From an optimization exercise on the open Yosys and OpenROAD flow, aimed at small area; shortcuts taken in it are not production practice.
Only simulation tests tie the RTL to the original design; equivalence was not proved.

==> design/flow/design.v <==
module processor
(
	output w_en,
	output done,
	output [7:0] addr,
	output [31:0] data_out,
	input clk,
	input rst_n,
	input start,
	input [31:0] data_in
);
	reg s0, s1, s2;
	always @(posedge clk or negedge rst_n) begin
		if (~rst_n) begin
			s0 <= 1'b0;
			s1 <= 1'b0;
			s2 <= 1'b0;
		end else begin
			s0 <= ~s2 & (start | s0);
			s1 <= s0;
			s2 <= s1;
		end
	end
	reg [15:0] rw;    
	reg [15:0] cw;    
	always @(posedge clk) begin
		if (s1) begin
			rw <= {rw[7:0], rw[15:8]};
		end else begin
			rw <= {data_in[7:0], data_in[15:8]};
			cw <= {data_in[31:28], data_in[23:20], data_in[27:24], data_in[19:16]};
		end
	end
	reg [7:0] ar;
	reg q_sub, q_as, q_mul, q_tr, q_det;
	wire in_delay = s1 & ~s0;
	always @(posedge clk) begin
		ar <= data_in[7:0];
		q_sub <= data_in[29];
		q_as  <= in_delay & (data_in[31:30] == 2'd0);
		q_mul <= in_delay & (data_in[31:29] == 3'd2);
		q_tr  <= in_delay & (data_in[31:29] == 3'd3);
		q_det <= in_delay & (data_in[31:29] == 3'd4);
	end
	wire det_sel = q_det;
	wire [3:0] x1 = rw[3:0];
	wire [3:0] x2 = rw[7:4];
	wire [3:0] y1 = s0 ? cw[11:8] : (det_sel ? rw[15:12] : cw[3:0]);
	wire [3:0] y2 = s0 ? cw[15:12] : (det_sel ? ~rw[11:8] : cw[7:4]);
	wire e = det_sel;
	wire [7:0] u;
	wire t0 = x1[0] & y1[0];
	wire t1 = x1[0] & y1[1];
	wire t2 = x1[0] & y1[2];
	wire t3 = x1[1] & y1[0];
	wire t4 = x1[1] & y1[1];
	wire t5 = ~(x1[1] & y1[2]);
	wire t6 = x1[1] & y1[2];
	wire t7 = x1[2] & y1[0];
	wire t8 = x1[2] & y1[1];
	wire t9 = ~(x1[2] & y1[2]);
	wire t10 = x1[2] & y1[2];
	wire t11 = ~(x1[3] & y1[0]);
	wire t12 = ~(x1[3] & y1[1]);
	wire t13 = ~(x1[3] & y1[2]);
	wire t14 = ~(x1[0] & y1[3]);
	wire t15 = ~(x1[1] & y1[3]);
	wire t16 = ~(x1[2] & y1[3]);
	wire t17 = x1[3] & y1[3];
	wire t18 = x2[0] & y2[0];
	wire t19 = x2[0] & y2[1];
	wire t20 = x2[0] & y2[2];
	wire t21 = x2[1] & y2[0];
	wire t22 = x2[1] & y2[1];
	wire t23 = x2[1] & y2[2];
	wire t24 = x2[2] & y2[0];
	wire t25 = x2[2] & y2[1];
	wire t26 = x2[2] & y2[2];
	wire t27 = ~(x2[3] & y2[0]);
	wire t28 = ~(x2[3] & y2[1]);
	wire t29 = ~(x2[3] & y2[2]);
	wire t30 = ~(x2[0] & y2[3]);
	wire t31 = ~(x2[1] & y2[3]);
	wire t32 = ~(x2[2] & y2[3]);
	wire t33 = x2[3] & y2[3];
	wire t34 = e & x2[0];
	wire t35 = e & x2[1];
	wire t36 = e & x2[2];
	wire t37 = ~(e & x2[3]);
	wire s38, c38;
	fa f38 (.a(t0), .b(t18), .c(t34), .s(s38), .co(c38));
	wire s39, c39;
	fa f39 (.a(t1), .b(t19), .c(t21), .s(s39), .co(c39));
	wire s40, c40;
	fa f40 (.a(t3), .b(t35), .c(c38), .s(s40), .co(c40));
	wire s41, c41;
	ha h41 (.a(s39), .b(s40), .s(s41), .co(c41));
	wire s42, c42;
	fa f42 (.a(t2), .b(t20), .c(t22), .s(s42), .co(c42));
	wire s43, c43;
	fa f43 (.a(t24), .b(t36), .c(t4), .s(s43), .co(c43));
	wire s44, c44;
	fa f44 (.a(t7), .b(c39), .c(s42), .s(s44), .co(c44));
	wire s45, c45;
	fa f45 (.a(s43), .b(c40), .c(s44), .s(s45), .co(c45));
	wire s46, c46;
	ha h46 (.a(c41), .b(s45), .s(s46), .co(c46));
	wire s47, c47;
	fa f47 (.a(t11), .b(t14), .c(t23), .s(s47), .co(c47));
	wire s48, c48;
	fa f48 (.a(t25), .b(t27), .c(t30), .s(s48), .co(c48));
	wire s49, c49;
	fa f49 (.a(t37), .b(t5), .c(t8), .s(s49), .co(c49));
	wire s50, c50;
	fa f50 (.a(c42), .b(c43), .c(s47), .s(s50), .co(c50));
	wire s51, c51;
	fa f51 (.a(s48), .b(s49), .c(c44), .s(s51), .co(c51));
	wire s52, c52;
	fa f52 (.a(s50), .b(c45), .c(s51), .s(s52), .co(c52));
	wire s53, c53;
	ha h53 (.a(c46), .b(s52), .s(s53), .co(c53));
	wire s54, c54;
	fa f54 (.a(t12), .b(t15), .c(t26), .s(s54), .co(c54));
	wire s55, c55;
	fa f55 (.a(t28), .b(t31), .c(t6), .s(s55), .co(c55));
	wire s56, c56;
	fa f56 (.a(t9), .b(c47), .c(c48), .s(s56), .co(c56));
	wire s57, c57;
	fa f57 (.a(c49), .b(s54), .c(s55), .s(s57), .co(c57));
	wire s58, c58;
	fa f58 (.a(s56), .b(c50), .c(s57), .s(s58), .co(c58));
	wire s59, c59;
	fa f59 (.a(c51), .b(s58), .c(c52), .s(s59), .co(c59));
	wire s60, c60;
	ha h60 (.a(c53), .b(s59), .s(s60), .co(c60));
	wire s61, c61;
	fa f61 (.a(t10), .b(t13), .c(t16), .s(s61), .co(c61));
	wire s62, c62;
	fa f62 (.a(t29), .b(t32), .c(c54), .s(s62), .co(c62));
	wire s63, c63;
	fa f63 (.a(c55), .b(s61), .c(c56), .s(s63), .co(c63));
	wire s64, c64;
	fa f64 (.a(s62), .b(c57), .c(s63), .s(s64), .co(c64));
	wire s65, c65;
	fa f65 (.a(c58), .b(s64), .c(c59), .s(s65), .co(c65));
	wire s66, c66;
	ha h66 (.a(c60), .b(s65), .s(s66), .co(c66));
	wire s67, c67;
	fa f67 (.a(t17), .b(t33), .c(c61), .s(s67), .co(c67));
	wire s68, c68;
	fa f68 (.a(c62), .b(s67), .c(c63), .s(s68), .co(c68));
	wire s69, c69;
	fa f69 (.a(c64), .b(s68), .c(c65), .s(s69), .co(c69));
	wire s70, c70;
	ha h70 (.a(c66), .b(s69), .s(s70), .co(c70));
	wire t71 = c67 ^ c68 ^ c69;
	wire t72 = c70 ^ t71;
	assign u = {t72, s70, s66, s60, s53, s46, s41, s38};
	reg [7:0] m1, m2, m3;
	always @(posedge clk) begin
		m1 <= u;
		m2 <= m1;
		m3 <= m2;
	end
	wire [3:0] a11 = rw[3:0], a12 = rw[7:4], a21 = rw[11:8], a22 = rw[15:12];
	wire [3:0] b11 = cw[3:0], b21 = cw[7:4], b12 = cw[11:8], b22 = cw[15:12];
	wire sub = q_sub;
	wire [3:0] sa0 = a11, sa1 = a12, sa2 = a21, sa3 = a22;
	wire [3:0] sb0 = b11, sb1 = b12, sb2 = b21, sb3 = b22;
	wire [4:0] as0, as1, as2, as3;
	wire t73 = sb0[0] ^ sub;
	wire s74, c74;
	fa f74 (.a(sa0[0]), .b(t73), .c(sub), .s(s74), .co(c74));
	wire t75 = sb0[1] ^ sub;
	wire s76, c76;
	fa f76 (.a(sa0[1]), .b(t75), .c(c74), .s(s76), .co(c76));
	wire t77 = sb0[2] ^ sub;
	wire s78, c78;
	fa f78 (.a(sa0[2]), .b(t77), .c(c76), .s(s78), .co(c78));
	wire t79 = sb0[3] ^ sub;
	wire s80, c80;
	fa f80 (.a(sa0[3]), .b(t79), .c(c78), .s(s80), .co(c80));
	wire t81 = sa0[3] ^ t79 ^ c80;
	assign as0 = {t81, s80, s78, s76, s74};
	wire t82 = sb1[0] ^ sub;
	wire s83, c83;
	fa f83 (.a(sa1[0]), .b(t82), .c(sub), .s(s83), .co(c83));
	wire t84 = sb1[1] ^ sub;
	wire s85, c85;
	fa f85 (.a(sa1[1]), .b(t84), .c(c83), .s(s85), .co(c85));
	wire t86 = sb1[2] ^ sub;
	wire s87, c87;
	fa f87 (.a(sa1[2]), .b(t86), .c(c85), .s(s87), .co(c87));
	wire t88 = sb1[3] ^ sub;
	wire s89, c89;
	fa f89 (.a(sa1[3]), .b(t88), .c(c87), .s(s89), .co(c89));
	wire t90 = sa1[3] ^ t88 ^ c89;
	assign as1 = {t90, s89, s87, s85, s83};
	wire t91 = sb2[0] ^ sub;
	wire s92, c92;
	fa f92 (.a(sa2[0]), .b(t91), .c(sub), .s(s92), .co(c92));
	wire t93 = sb2[1] ^ sub;
	wire s94, c94;
	fa f94 (.a(sa2[1]), .b(t93), .c(c92), .s(s94), .co(c94));
	wire t95 = sb2[2] ^ sub;
	wire s96, c96;
	fa f96 (.a(sa2[2]), .b(t95), .c(c94), .s(s96), .co(c96));
	wire t97 = sb2[3] ^ sub;
	wire s98, c98;
	fa f98 (.a(sa2[3]), .b(t97), .c(c96), .s(s98), .co(c98));
	wire t99 = sa2[3] ^ t97 ^ c98;
	assign as2 = {t99, s98, s96, s94, s92};
	wire t100 = sb3[0] ^ sub;
	wire s101, c101;
	fa f101 (.a(sa3[0]), .b(t100), .c(sub), .s(s101), .co(c101));
	wire t102 = sb3[1] ^ sub;
	wire s103, c103;
	fa f103 (.a(sa3[1]), .b(t102), .c(c101), .s(s103), .co(c103));
	wire t104 = sb3[2] ^ sub;
	wire s105, c105;
	fa f105 (.a(sa3[2]), .b(t104), .c(c103), .s(s105), .co(c105));
	wire t106 = sb3[3] ^ sub;
	wire s107, c107;
	fa f107 (.a(sa3[3]), .b(t106), .c(c105), .s(s107), .co(c107));
	wire t108 = sa3[3] ^ t106 ^ c107;
	assign as3 = {t108, s107, s105, s103, s101};
	wire sel_as  = s2 & q_as;
	wire sel_mul = s2 & q_mul;
	wire sel_tr  = s2 & q_tr;
	wire sel_det = s2 & q_det;
	wire [31:0] r_as  = {{3{as3[4]}}, as3, {3{as2[4]}}, as2, {3{as1[4]}}, as1, {3{as0[4]}}, as0};
	wire [31:0] r_tr  = {{4{a22[3]}}, a22, {4{a12[3]}}, a12, {4{a21[3]}}, a21, {4{a11[3]}}, a11};
	assign data_out = ({32{sel_as}} & r_as) | ({32{sel_tr}} & r_tr) |
	                  ({32{sel_mul}} & {m3, m1, m2, 8'd0}) |
	                  ({32{sel_mul | sel_det}} & {24'd0, u}) |
	                  ({32{sel_det}} & {{24{u[7]}}, 8'd0});
	assign w_en = s2 & (q_as | q_mul | q_tr | q_det);
	assign done = w_en;
	assign addr = s2 ? (s1 ? 8'h00 : ar) : 8'hFF;
endmodule
module fa(input a, input b, input c, output s, output co);
	assign s = a ^ b ^ c;
	assign co = (a & b) | (a & c) | (b & c);
endmodule
module ha(input a, input b, output s, output co);
	assign s = a ^ b;
	assign co = a & b;
endmodule
==> design/flow/run.sh <==
#!/bin/bash
# synth_recipe.tcl (not shown) runs the flow's synth.tcl, then flattens the netlist and writes it again
# the make line also repeats each setting of config.mk as NAME=value (left out here)
make -C /OpenROAD-flow-scripts/flow DESIGN_CONFIG=/design/flow/config.mk WORK_HOME=/design/flow/orfs CLKGATE_MAP_FILE= SYNTH_SCRIPT=/design/flow/synth_recipe.tcl finish
==> design/flow/config.mk <==
export PLATFORM = sky130hd
export DESIGN_NAME = processor
export DESIGN_NICKNAME = processor
export VERILOG_FILES = /design/flow/design.v
export SDC_FILE = /design/flow/constraint.sdc
export NUM_CORES = 4
export LEC_CHECK = 0
export CAP_MARGIN = 20
export CORE_MARGIN = 2
export CORE_UTILIZATION = 40
export SLEW_MARGIN = 20
export SYNTH_HIERARCHICAL = 1
export SYNTH_MINIMUM_KEEP_SIZE = 0
==> design/flow/constraint.sdc <==
create_clock -name core_clock -period 7.0 [get_ports {clk}]
set_input_delay 1.4000 -clock core_clock [delete_from_list [all_inputs] [get_ports {clk}]]
set_output_delay 1.4000 -clock core_clock [all_outputs]
set_load 0.01 [all_outputs]
==> results of run 1 <==
cell type report:
class	instances	area (µm²)	share of cell area (%)
inverters	9	33.78	0.6323
multi-input cells	243	2447	45.81
well taps	133	166.4	3.115
clock inverters	4	42.54	0.7963
repair buffers	106	875.8	16.39
flip-flops and latches	72	1622	30.35
clock buffers	12	155.1	2.904
cells in the mapped netlist, drive strengths merged, types with 10 or more instances:
library cell / instances
a21o: 12
a222oi: 16
buf: 11
dfxtp: 53
edfxtp: 16
fa: 43
mux2: 16
nand2: 29
nand2b: 12
nand3: 13
nor2b: 15
o21ai: 15
xnor2: 10
xor2: 17
worst max-delay path by stage:
| stage | slack, ps | cells after the start | from | endpoint |
|---|---|---|---|---|
| 3_5_place_dp | -260 | 18 | q_det | data_out[13] |
| 6_report | 170 | 18 | s0 | data_out[13] |
| 2_1_floorplan | 440 | 17 | s0 | data_out[10] |
| 3_3_place_gp | -100 | 18 | q_det | data_out[14] |
| 4_1_cts | 2 | 19 | q_det | data_out[28] |
| 5_1_grt | -10 | 18 | s0 | data_out[28] |
kinds of logic (layout without fill, tap and decap cells):
logic type                 Yosys count  count (layout)
AOI/OAI and AO/OA                   56              56
xor gates and xnor gates            27              27
adders and majority gates           49              49
buffers and inverters               29             131
DFF                                 72              72
muxes                               21              21
and+or+nand+nor                     90              90
registers in the layout (all words and copies together) (netlist names), 8 cells and up:
name,flops
m1,8
m3,8
m2,8
ar,8
rw,16
cw,16
per-module statistics from Yosys (local to each module, per instance):
module,cells,flops+latches
fa,1,0
ha,1,0
processor,295,72
per-layer routing:
metal / vias to the layer above / wire (µm)
met5: - / 0
met4: 0 / 108
met3: 11 / 612
met2: 101 / 4982
met1: 1506 / 4914
li1: 1377 / -
per-stage QoR:
step	cell area [µm²]	hold slack, ps	std cells	TNS (ps)
CTS	5366	350.5	576	0
floorplan	4080	330.4	344	0
global placement	5105	337.5	559	-1821
global route	5343	362.1	579	-31.64
finish	5343	349.4	579	0
detailed placement	5105	335.6	559	-5209
critical path: stages (launching register included):
cell	delay [ps]
dfrtp_2	480
buf_4	160
nand2_1	50
o21ai_1	80
and2_1	200
fa_1	560
fa_2	440
fa_2	360
fa_2	360
fa_2	350
fa_2	350
fa_1	510
ha_4	210
xor2_4	150
xnor2_2	150
buf_6	150
a32oi_4	280
nand3_1	110
clkbuf_2	150
timing repair:
action,4_1_cts,5_1_grt
endpoints found under the setup margin,25,25
pin swaps,4,9
setup buffers,1,3
resized for setup,52,56
endpoints found under the hold margin,0,0
==> flow_summary.ini, run 1 <==
[sta]
finalHoldViolations = 0
max_freq_mhz = 146.4
slew_headroom_pct = 39.24
period_share_pct = 97.60
setup_ws_ps = 168.3
max_slew.worst_pin.slew_ps = 905.9
final_max_slew_viol_count = 0
rsz0062_at_grt = yes
setup_viol = 0
finClkSkew_ps = 11.07
min_period_ps = 6832

[synthesis]
synth_fa_ha_area_share_pct = 22.94
avgSynthCellArea_um2 = 11.86
synth_top_area_share_pct = 26.00
yosysWarnings = 7
synth_seq_area_share_pct = 39.62
netlist_area_um2 = 4080
synthCells = 344
yosys.area_share.simple_pct = 11.10
synth_area_leader_cell = dfxtp_1
synth_top_family_by_area = adder cells
ys_ff_latch = 72
async_flop_share_pct = 4.167
synth_edf_count = 16
synth_compound_area_share_pct = 10.49
synthFlopType = dfxtp_1
synth-xor-area-share_pct = 6.992
synthMuxAreaShare_pct = 5.642
synth.distinct_cells = 34
synth_nets = 428
synthTopCellsByArea = dfxtp_1 (26%), fa_1 (21%), edfxtp_1 (12%), mux2_2 (4.4%), a222oi_1 (3.9%)

[detailed_routing]
detail_route.first_pass.iterations = 5
drtAntennaViolNets = 0
route.vias.total = 2995
drc_errors = 0
drt_wl_total_mm = 10.62
dr.first_iter.drc_count = 210
wl_per_cell_um = 18.34
via_per_inst = 5.173

[grt]
grtUsageMet1_pct = 27.96
busiest_layer = met2
grt_max_degree = 25
grt_pass1_vias = 3083
antenna_found_initial = 0
use_met3_pct = 4.117
grt_pass1_wl_mm = 16.71
met2_usage_pct = 30.98
track_usage_pct = 19.83
overflow = 0

[final_layout]
num-fill-cells = 903
final_common_cell = dfxtp_1
final_core_util_pct = 54.41
final_cell_mix = dfxtp_1 (52), clkdlybuf4s50_1 (51), fa_1 (37)
area_growth_syn_to_layout_pct = 30.94
nets = 525
drive_gt1_share_pct = 24.89
antenna_cells = 0

[clocking]
tritoncts = built
numCtsBuffers = 9
cts-root-buf = clkbuf_8
clock_tree.buffer_depth = 2
worstSkewPairLatency_ps = 350
cts_hold_buf = 0
clkTransAtPathRegs_ps = 80
htreeDepth = 3
clock_sinks = 72

[worst_setup_path]
reg2reg_slack_ps = 2350
r2r-start = s0
worstSetupStartpointType = flop
r2r_end = m1[7]
setup.worst_path.class = reg2out
r2r_cells = 15
required_ps = 5600
cp-end-kind = output port
arrival_ps = 5430
crit_path_max_fanout = 8

[worst_hold_path]
min_to = m3[7]
min-delay-path-class = reg2reg
worstHoldStart = m2[7]
min_path_cells = 0

[outcome]
outcome = finished clean

[floorplanning]
die_h_um = 105.0
core_area_um2 = 9819
die_width_um = 105.0
rows = 36
start_util_pct = 41.55
io_pins = 77
dieArea_um2 = 11020

[place]
gp_congestion = 0.8596
place_ws_ps = -262.4
place_hpwl_mm = 8.084
io_buffers = 76

[job]
drv_cap = 0
==> run 2: changes to the inputs <==
==> design/flow/flow/run.sh (new file) <==
#!/bin/bash
# The standard layout (standard.sh: the standard flow's synthesis and ORFS flow), with two
# changes to how the layout is made:
#  - every input and output port still gets its own buffer, but a buf_1
#    rather than the delay cell that buffer_ports picks by default;
#  - clock tree synthesis does not add dummy loads at the tree's leaves.
set -euo pipefail
export BUFFER_PORTS_ARGS="-buffer_cell sky130_fd_sc_hd__buf_1"
export CTS_ARGS="-sink_clustering_enable -repair_clock_nets -dont_use_dummy_load"
bash standard.sh synth > synth.log 2>&1
bash standard.sh finish > layout.log 2>&1
==> design/flow/standard.sh (new file) <==
#!/bin/bash
# synth_recipe.tcl (not shown) runs the flow's synth.tcl, then flattens the netlist and writes it again
# the make line also repeats each setting of config.mk as NAME=value (left out here)
make -C /OpenROAD-flow-scripts/flow DESIGN_CONFIG=/design/flow/config.mk WORK_HOME=/design/flow/orfs CLKGATE_MAP_FILE= SYNTH_SCRIPT=/design/flow/synth_recipe.tcl "${@:-finish}"
removed: design/flow/run.sh
==> run 2 against run 1 <==
Still clean. Final area down 9.8%. Synthesized cell count unchanged. Setup slack better by 1.3 ps. First-iteration DRC count is 20% higher. Global-route usage is 1.0 points lower. Non-clock buffer count decreased by 11. Synthesized area unchanged. Critical endpoint is now data_out[12].
==> flow_summary.ini, run 2 <==
[outcome]
outcome = finished clean

[final_layout]
final_common_cell = buf_1
nets = 514
top_regs = cw: 16 flops, rw: 16 flops
final_cell_mix = buf_1 (71), dfxtp_1 (49), fa_1 (38)
drive_gt1_share_pct = 17.76
area_growth_syn_to_layout_pct = 18.15
num-fill-cells = 949
antenna_cells = 0
fin_cells = 561
postLayoutCellArea_um2 = 4821

[floorplanning]
io_pins = 77
die_h_um = 105.0
rows = 36
die_width_um = 105.0
dieArea_um2 = 11020
start_util_pct = 41.55
core_area_um2 = 9819

[worst_hold_path]
min_to = m3[7]
min-delay-path-class = reg2reg
worstHoldStart = m2[7]
min_path_cells = 0

[worst_setup_path]
setup.worst_path.class = reg2out
required_ps = 5600
crit_path_frequent_cell = fa_1
cp-end-kind = output port
r2r_end = m1[7]
crit_path_max_fanout = 6
crit_slowest_cell = fa_1
crit_cells = 18
worstSetupStartpointType = flop
path_cells = clkbuf_4, a21oi_1, a21oi_2, buf_4, nand2b_1, fa_1, fa_1, fa_1, fa_2, fa_2, fa_1, ha_2, xor2_2, xnor2_2, buf_4, a32oi_4, nand3_1, clkbuf_2
slowest_delay_ps = 520
r2r-start = s0
critPathTopFamily = adder cells
reg2reg_slack_ps = 2350
critical_path_buf_inv_count = 4
r2r_cells = 15
arrival_ps = 5430

[detailed_routing]
drt_wl_total_mm = 10.20
wl_per_cell_um = 18.18
dr.first_iter.drc_count = 252
route.vias.total = 2935
drtAntennaViolNets = 0
drc_errors = 0
detail_route.first_pass.iterations = 5
via_per_inst = 5.232

[sta]
finalHoldViolations = 0
finClkSkew_ps = 29.88
setup_viol = 0
period_share_pct = 97.58
slew_headroom_pct = 40.40
holdWs_ps = 343.3
max_slew.worst_pin.slew_ps = 888.5
finalSetupTns_ps = 0
rsz0062_at_grt = yes
final_max_slew_viol_count = 0
min_period_ps = 6830
max_freq_mhz = 146.4

[clocking]
cts_hold_buf = 0
tritoncts = built
clkTransAtPathRegs_ps = 60
numCtsBuffers = 9
clock_tree.buffer_depth = 2
clock_sinks = 72
htreeDepth = 3
cts-root-buf = clkbuf_8
worstSkewPairLatency_ps = 350

[synthesis]
synth_edf_count = 16
yosysWarnings = 7
avgSynthCellArea_um2 = 11.86
synthFlopType = dfxtp_1
synth_top_area_share_pct = 26.00
synth_seq_area_share_pct = 39.62
ys_ff_latch = 72
synthTopCellsByCount = dfxtp_1 (53), fa_1 (43), nand2_1 (29)
synthCells = 344
async_flop_share_pct = 4.167
synth.distinct_cells = 34
netlist_area_um2 = 4080
synth_nets = 428
synth_area_leader_cell = dfxtp_1
synthTopCellsByArea = dfxtp_1 (26%), fa_1 (21%), edfxtp_1 (12%), mux2_2 (4.4%), a222oi_1 (3.9%)
synth.most_common_cell = dfxtp_1

[place]
place_area_um2 = 4539
io_buffers = 76
gp_congestion = 0.8599
place_hpwl_mm = 7.780
dp_cells = 547

[grt]
grt_pass1_wl_mm = 15.85
track_usage_pct = 18.78
grt_pass1_vias = 2906
overflow = 0
grt_max_degree = 25
antenna_found_initial = 0

[job]
drv_cap = 0
[run 2: modules after synthesis (local to each module, per instance)]
module | flops+latches | cell area, µm² | cells inside
ha | 0 | 12.51 | 1
fa | 0 | 20.02 | 1
processor | 72 | 3144 | 295
[run 2: per-layer routing]
layer | vias to the layer above | routed length, µm | track usage [%]
li1 | 1347 | - | -
met1 | 1457 | 4616 | 26.76
met2 | 121 | 4689 | 27.97
met3 | 10 | 763 | 4.866
met4 | 0 | 128 | 5.810
met5 | - | 0 | 0
[run 2: stage by stage]
step | utilization [%] | worst slack [ps]
3_5_place_dp | 46.23 | 25.12
2_1_floorplan | - | 435.5
3_3_place_gp | 46.23 | 222.1
6_report | 49.10 | 169.6
5_1_grt | 49.10 | -35.70
4_1_cts | 47.78 | -35.03
[run 2: worst max path at each step]
| stage | startpoint | end | slack (ps) |
|---|---|---|---|
| finish | s0 | data_out[12] | 170 |
| CTS | rw[9] | data_out[14] | -40 |
| floorplan | s0 | data_out[10] | 440 |
| global route | cw[5] | data_out[15] | -40 |
| global placement | q_det | data_out[10] | 220 |
| detailed placement | q_det | data_out[8] | 30 |
[run 2: kinds of logic (layout without fill, tap and decap cells)]
family | Yosys count | count (layout) | synth area share, %
flops | 72 | 72 | 39.62
mux | 21 | 21 | 5.642
xor+xnor | 27 | 27 | 6.992
buf+inv | 29 | 113 | 3.220
fa+ha+maj | 49 | 49 | 22.94
simple gates | 90 | 90 | 11.10
compound gates | 56 | 56 | 10.49
[run 2: final cells by class]
class | instances | area [µm²] | share of cell area [%]
Inverter | 9 | 33.78 | 0.7008
Clock buffer | 9 | 123.9 | 2.569
Multi-Input combinational cell | 243 | 2417 | 50.14
Sequential cell | 72 | 1625 | 33.71
Timing Repair Buffer | 95 | 454.2 | 9.421
Tap cell | 133 | 166.4 | 3.452
[run 2: repair_timing]
item	in CTS	in global routing
pin swaps	1	8
buffers inserted	2	3
setup endpoints to repair	24	25
gates resized for setup	5	27

-- port drivers added, routing unchanged --
In the flow no input, the clock included, has a driving cell. The finished layouts below were timed again as built, in two steps.
Step 1 sets driving cells, clkbuf_16 on the clock port and buf_2 on the other inputs (assumed; they add their load-dependent delay and slew).
Step 2 also shifts input and output timing later by t, the mid clock arrival at the registers, as if the neighbouring blocks saw the same clock.
Slacks: no drivers / after step 1 / after step 2; pairs: no drivers / after step 1.
run | shift t [ns] | slack for setup (ns) | worst data-port slew with drivers (ns) | cell pins on the clock port's net
run 1 | 0.378 | 0.168 / 0.135 / 0.513 | 0.04 | 1
run 2 | 0.369 | 0.170 / 0.137 / 0.507 | 0.04 | 1
After both steps setup and hold are still met in every run listed.
